This design comes from an exercise in tuning for small area on the open sky130 flow, not from production work. Only simulation tests tie the RTL to the original design; equivalence was not proved. Power and IR drop assume default switching activity. The flow treats the clock pin as an ideal source, which a real chip does not have.

maple:
Design top, start of the top module:
module top(
	input wire clk,
	input wire rst_n,
	input wire [4:0] paddr,
	input wire [31:0] pwdata,
	input wire pwrite_in,
	output reg [31:0] data,
	output reg pready
);
clock: 5.0 ns
lec_check: 0
cap_margin: 20
core_margin: 2
core_utilization: 70
place_density: 0.85
slew_margin: 20
synth_hierarchical: 1
synth_minimum_keep_size: 0
standard.sh (not shown) runs the stock make flow with config.mk's settings and CLKGATE_MAP_FILE= SYNTH_SCRIPT=/design/flow/synth_recipe.tcl, a recipe that flattens the netlist after the stock synthesis.
==> flow/flow/run.sh <==
#!/bin/bash
set -euo pipefail
export BUFFER_PORTS_ARGS="-buffer_cell sky130_fd_sc_hd__buf_1"
export CTS_ARGS="-sink_clustering_enable -repair_clock_nets -dont_use_dummy_load -sink_clustering_size 30 -sink_clustering_max_diameter 70"
bash standard.sh finish > standard.log 2>&1
> inputs changed (maple -> violet)
- CORE_UTILIZATION: 70 -> 55
- PLACE_DENSITY: 0.85 -> 0.7
Findings:
- The lower number of clock buffers in the layout came out of maple.
- Between violet and maple, it is violet whose total power is higher, by about 1%.
- Via count of the routed design in violet is 5.3% below maple.
- Against maple, violet reports a fraction of area in multi-input gates that is lower.
- Looking at violet and maple, the average size of a mapped cell is a wash.
- Going from maple to violet, cell area after layout up 430 µm²; routed length on met1 increased by 15% relative to the old numbers.
- violet vs maple, non-clock buffering overhead in the final layout went up by 0.46 points.


The RTL this note starts from:
==> flow/design.v <==
module top(
	input wire clk,
	input wire rst_n,
	input wire [4:0] paddr,
	input wire [31:0] pwdata,
	input wire pwrite_in,
	output reg [31:0] data,
	output reg pready
);
genvar k, b, g;
reg [4:0] c;
wire dir_cap  = (c == 5'd1)  | (c == 5'd19);
wire addr_cap = (c == 5'd15) | (c == 5'd30);
wire complete = (c == 5'd16) | (c == 5'd31);
wire clear    = ~c[4];
always @(posedge clk or negedge rst_n)
	if (!rst_n) c <= 5'd0;
	else c <= (c == 5'd31) ? 5'd17 : c + 5'd1;
reg tg;
always @(posedge clk or negedge rst_n)
	if (!rst_n) tg <= 1'b0;
	else tg <= ~tg;
reg pw, pend;
reg [4:0] pa;
reg [31:0] pd;
always @(posedge clk)
	if (dir_cap) pw <= pwrite_in;
always @(posedge clk)
	if (addr_cap) begin
		pa <= paddr;
		pend <= pw;
	end
wire pd_keep = ~addr_cap & ~clear;
wire [31:0] pd_next;
for (b = 0; b < 32; b = b + 1) begin : pdn
	ao22 u (.a0(pwdata[b]), .b0(addr_cap), .a1(pd[b]), .b1(pd_keep), .y(pd_next[b]));
end
always @(posedge clk)
	pd <= pd_next;
wire in_c = (pa[3:0] == 4'd15);
wire hit = (pa[3:0] == c[3:0]) | ((pa[3:0] == 4'd0) & (c[3:0] == 4'd15));
wire insA = clear | (pend & ~pa[4] & ~in_c & hit);
wire insB = clear | (pend &  pa[4] & ~in_c & hit);
wire insC = clear | (pend & in_c & (tg ^ pa[4]));
reg [479:0] ra, rb;
reg [63:0] rc;
wire [31:0] na, nb, nc;
wire keepA = ~insA, keepB = ~insB, keepC = ~insC;
for (b = 0; b < 32; b = b + 1) begin : ins
	ao22 ua (.a0(pd[b]), .b0(insA), .a1(ra[b]), .b1(keepA), .y(na[b]));
	ao22 ub (.a0(pd[b]), .b0(insB), .a1(rb[b]), .b1(keepB), .y(nb[b]));
	ao22 uc (.a0(pd[b]), .b0(insC), .a1(rc[32 + b]), .b1(keepC), .y(nc[b]));
end
always @(posedge clk) begin
	ra <= {ra[447:32], na, ra[479:448]};
	rb <= {rb[447:32], nb, rb[479:448]};
	rc <= {rc[31:0], nc};
end
reg rvA, rvB, rvC;
reg dw;
reg [3:0] dp;
wire rd = ~pw;
always @(posedge clk or negedge rst_n)
	if (!rst_n) begin
		rvA <= 1'b0;
		rvB <= 1'b0;
		rvC <= 1'b0;
	end else if (complete) begin
		rvA <= rd & ~pa[4] & ~in_c;
		rvB <= rd &  pa[4] & ~in_c;
		rvC <= rd & in_c;
	end
always @(posedge clk)
	if (complete) begin
		dw <= pa[4];
		dp <= (pa[3:0] <= 4'd1) ? 4'd1 - pa[3:0] : 4'd0 - pa[3:0];    
	end else begin
		dp <= (dp == 4'd14) ? 4'd0 : dp + 4'd1;
	end
wire [3:0] hi;
wire [7:0] lo;
for (k = 0; k < 4; k = k + 1) begin : dhi
	assign hi[k] = dp[3:2] == k;
end
for (k = 0; k < 4; k = k + 1) begin : dlo
	assign lo[k] = rvA & (dp[1:0] == k);
	assign lo[4 + k] = rvB & (dp[1:0] == k);
end
wire [31:0] sel;
wire [1023:0] word;
for (k = 0; k < 15; k = k + 1) begin : dab
	an2 ua (.a(hi[k / 4]), .b(lo[k % 4]), .y(sel[k]));
	an2 ub (.a(hi[k / 4]), .b(lo[4 + k % 4]), .y(sel[15 + k]));
	assign word[k*32 +: 32] = ra[k*32 +: 32];
	assign word[(15 + k)*32 +: 32] = rb[k*32 +: 32];
end
assign sel[30] = rvC & ~(tg ^ dw);
assign sel[31] = rvC &  (tg ^ dw);
assign word[30*32 +: 32] = rc[31:0];
assign word[31*32 +: 32] = rc[63:32];
wire [31:0] dout;
for (b = 0; b < 32; b = b + 1) begin : rdb
	wire [10:0] t;
	for (g = 0; g < 10; g = g + 1) begin : grp
		aoi222 u (.a0(word[(3*g)*32 + b]), .b0(sel[3*g]),
		          .a1(word[(3*g+1)*32 + b]), .b1(sel[3*g+1]),
		          .a2(word[(3*g+2)*32 + b]), .b2(sel[3*g+2]), .y(t[g]));
	end
	aoi22 u10 (.a0(word[30*32 + b]), .b0(sel[30]), .a1(word[31*32 + b]), .b1(sel[31]),
	           .y(t[10]));
	nd11 u11 (.t(t), .y(dout[b]));
end
always @(*) begin
	data = dout;
	pready = (c == 5'd17);
end
endmodule
module aoi222(input a0, b0, a1, b1, a2, b2, output y);
assign y = ~((a0 & b0) | (a1 & b1) | (a2 & b2));
endmodule
module aoi22(input a0, b0, a1, b1, output y);
assign y = ~((a0 & b0) | (a1 & b1));
endmodule
module nd11(input [10:0] t, output y);
assign y = ~&t;
endmodule
module ao22(input a0, b0, a1, b1, output y);
assign y = (a0 & b0) | (a1 & b1);
endmodule
module an2(input a, b, output y);
assign y = a & b;
endmodule
Settings: LEC_CHECK=0, CAP_MARGIN=20, CORE_MARGIN=2, CORE_UTILIZATION=78, PLACE_DENSITY=0.9, SLEW_MARGIN=20, SYNTH_HIERARCHICAL=1, SYNTH_MINIMUM_KEEP_SIZE=0; clock period 5.0 ns.
==> flow/flow/run.sh <==
#!/bin/bash
set -euo pipefail
export PRE_FLOORPLAN_TCL="$PWD/flow/downsize.tcl"
export BUFFER_PORTS_ARGS="-buffer_cell sky130_fd_sc_hd__buf_1"
export CTS_ARGS="-sink_clustering_enable -repair_clock_nets -dont_use_dummy_load -sink_clustering_size 12 -sink_clustering_max_diameter 40 -buf_list sky130_fd_sc_hd__buf_4"
bash standard.sh finish > standard.log 2>&1
==> flow/flow/downsize.tcl <==
# Before floorplanning: give every combinational cell the smallest-area
# variant of its own function (same cell name with another drive strength).
# Repair during placement and after clock tree synthesis sizes up again where
# slew, capacitance or timing needs it. Flip-flops and tie cells are left.
set n 0
set saved 0.0
foreach inst [get_cells *] {
  set m [get_property $inst ref_name]
  if {![regexp {^(sky130_fd_sc_hd__[a-z0-9]+)_([0-9]+)$} $m -> base drv]} { continue }
  if {[regexp {__(df|ed|sdf|sed|dl|conb|clk)} $base]} { continue }
  set cur [get_lib_cells */$m]
  set best $cur
  set barea [get_property $cur area]
  foreach d {0 1 2} {
    set c [get_lib_cells -quiet */${base}_$d]
    if {$c == ""} { continue }
    if {[get_property $c dont_use]} { continue }
    set a [get_property $c area]
    if {$a < $barea} { set best $c; set barea $a }
  }
  if {$best != $cur} {
    set saved [expr {$saved + [get_property $cur area] - $barea}]
    replace_cell $inst $best
    incr n
  }
}
puts "downsize: replaced $n cells, [format %.1f $saved] um2 less"
The starting point finished clean.
Edit:
- CORE_UTILIZATION: 78 -> 70
- PLACE_DENSITY: 0.9 -> 0.85
Outcome:
- The new run went through all stages and came out clean
- clock-buffer cell count went up by 2
- power is about the same
- clock skew climbs by 0.0098 ns
- worst setup slack improved by 0.033 ns
- final cell count went up by 2.6%
- via count is lower by 3.7%
- fmax rises by 0.72%

==> port drivers added, routing unchanged <==
The results above use ideal ports. As a check the final layouts listed here were re-extracted and re-timed, cells and wires unchanged.
Step 1: set_driving_cell puts a clkbuf_16 on clk and a buf_2 on each other input, an assumption about the parent block.
Step 2 also shifts input and output timing later by t, the mid clock arrival at the registers, as if the neighbouring blocks saw the same clock.
a / b / c = ideal / step 1 / step 2; a / b = the first two.
run	t (ns)	setup slack, ns	hold WS [ns]
maple	0.659	0.945 / 0.945 / 0.945	0.303 / 0.303 / 0.303
violet	0.659	1.120 / 1.120 / 1.120	0.292 / 0.292 / 0.292
the first run of note 2	0.770	0.342 / 0.287 / 1.057	0.199 / 0.166 / 0.275
the second run of note 2	0.765	0.375 / 0.319 / 1.084	0.198 / 0.164 / 0.290
After both steps setup and hold are still met in every run listed.
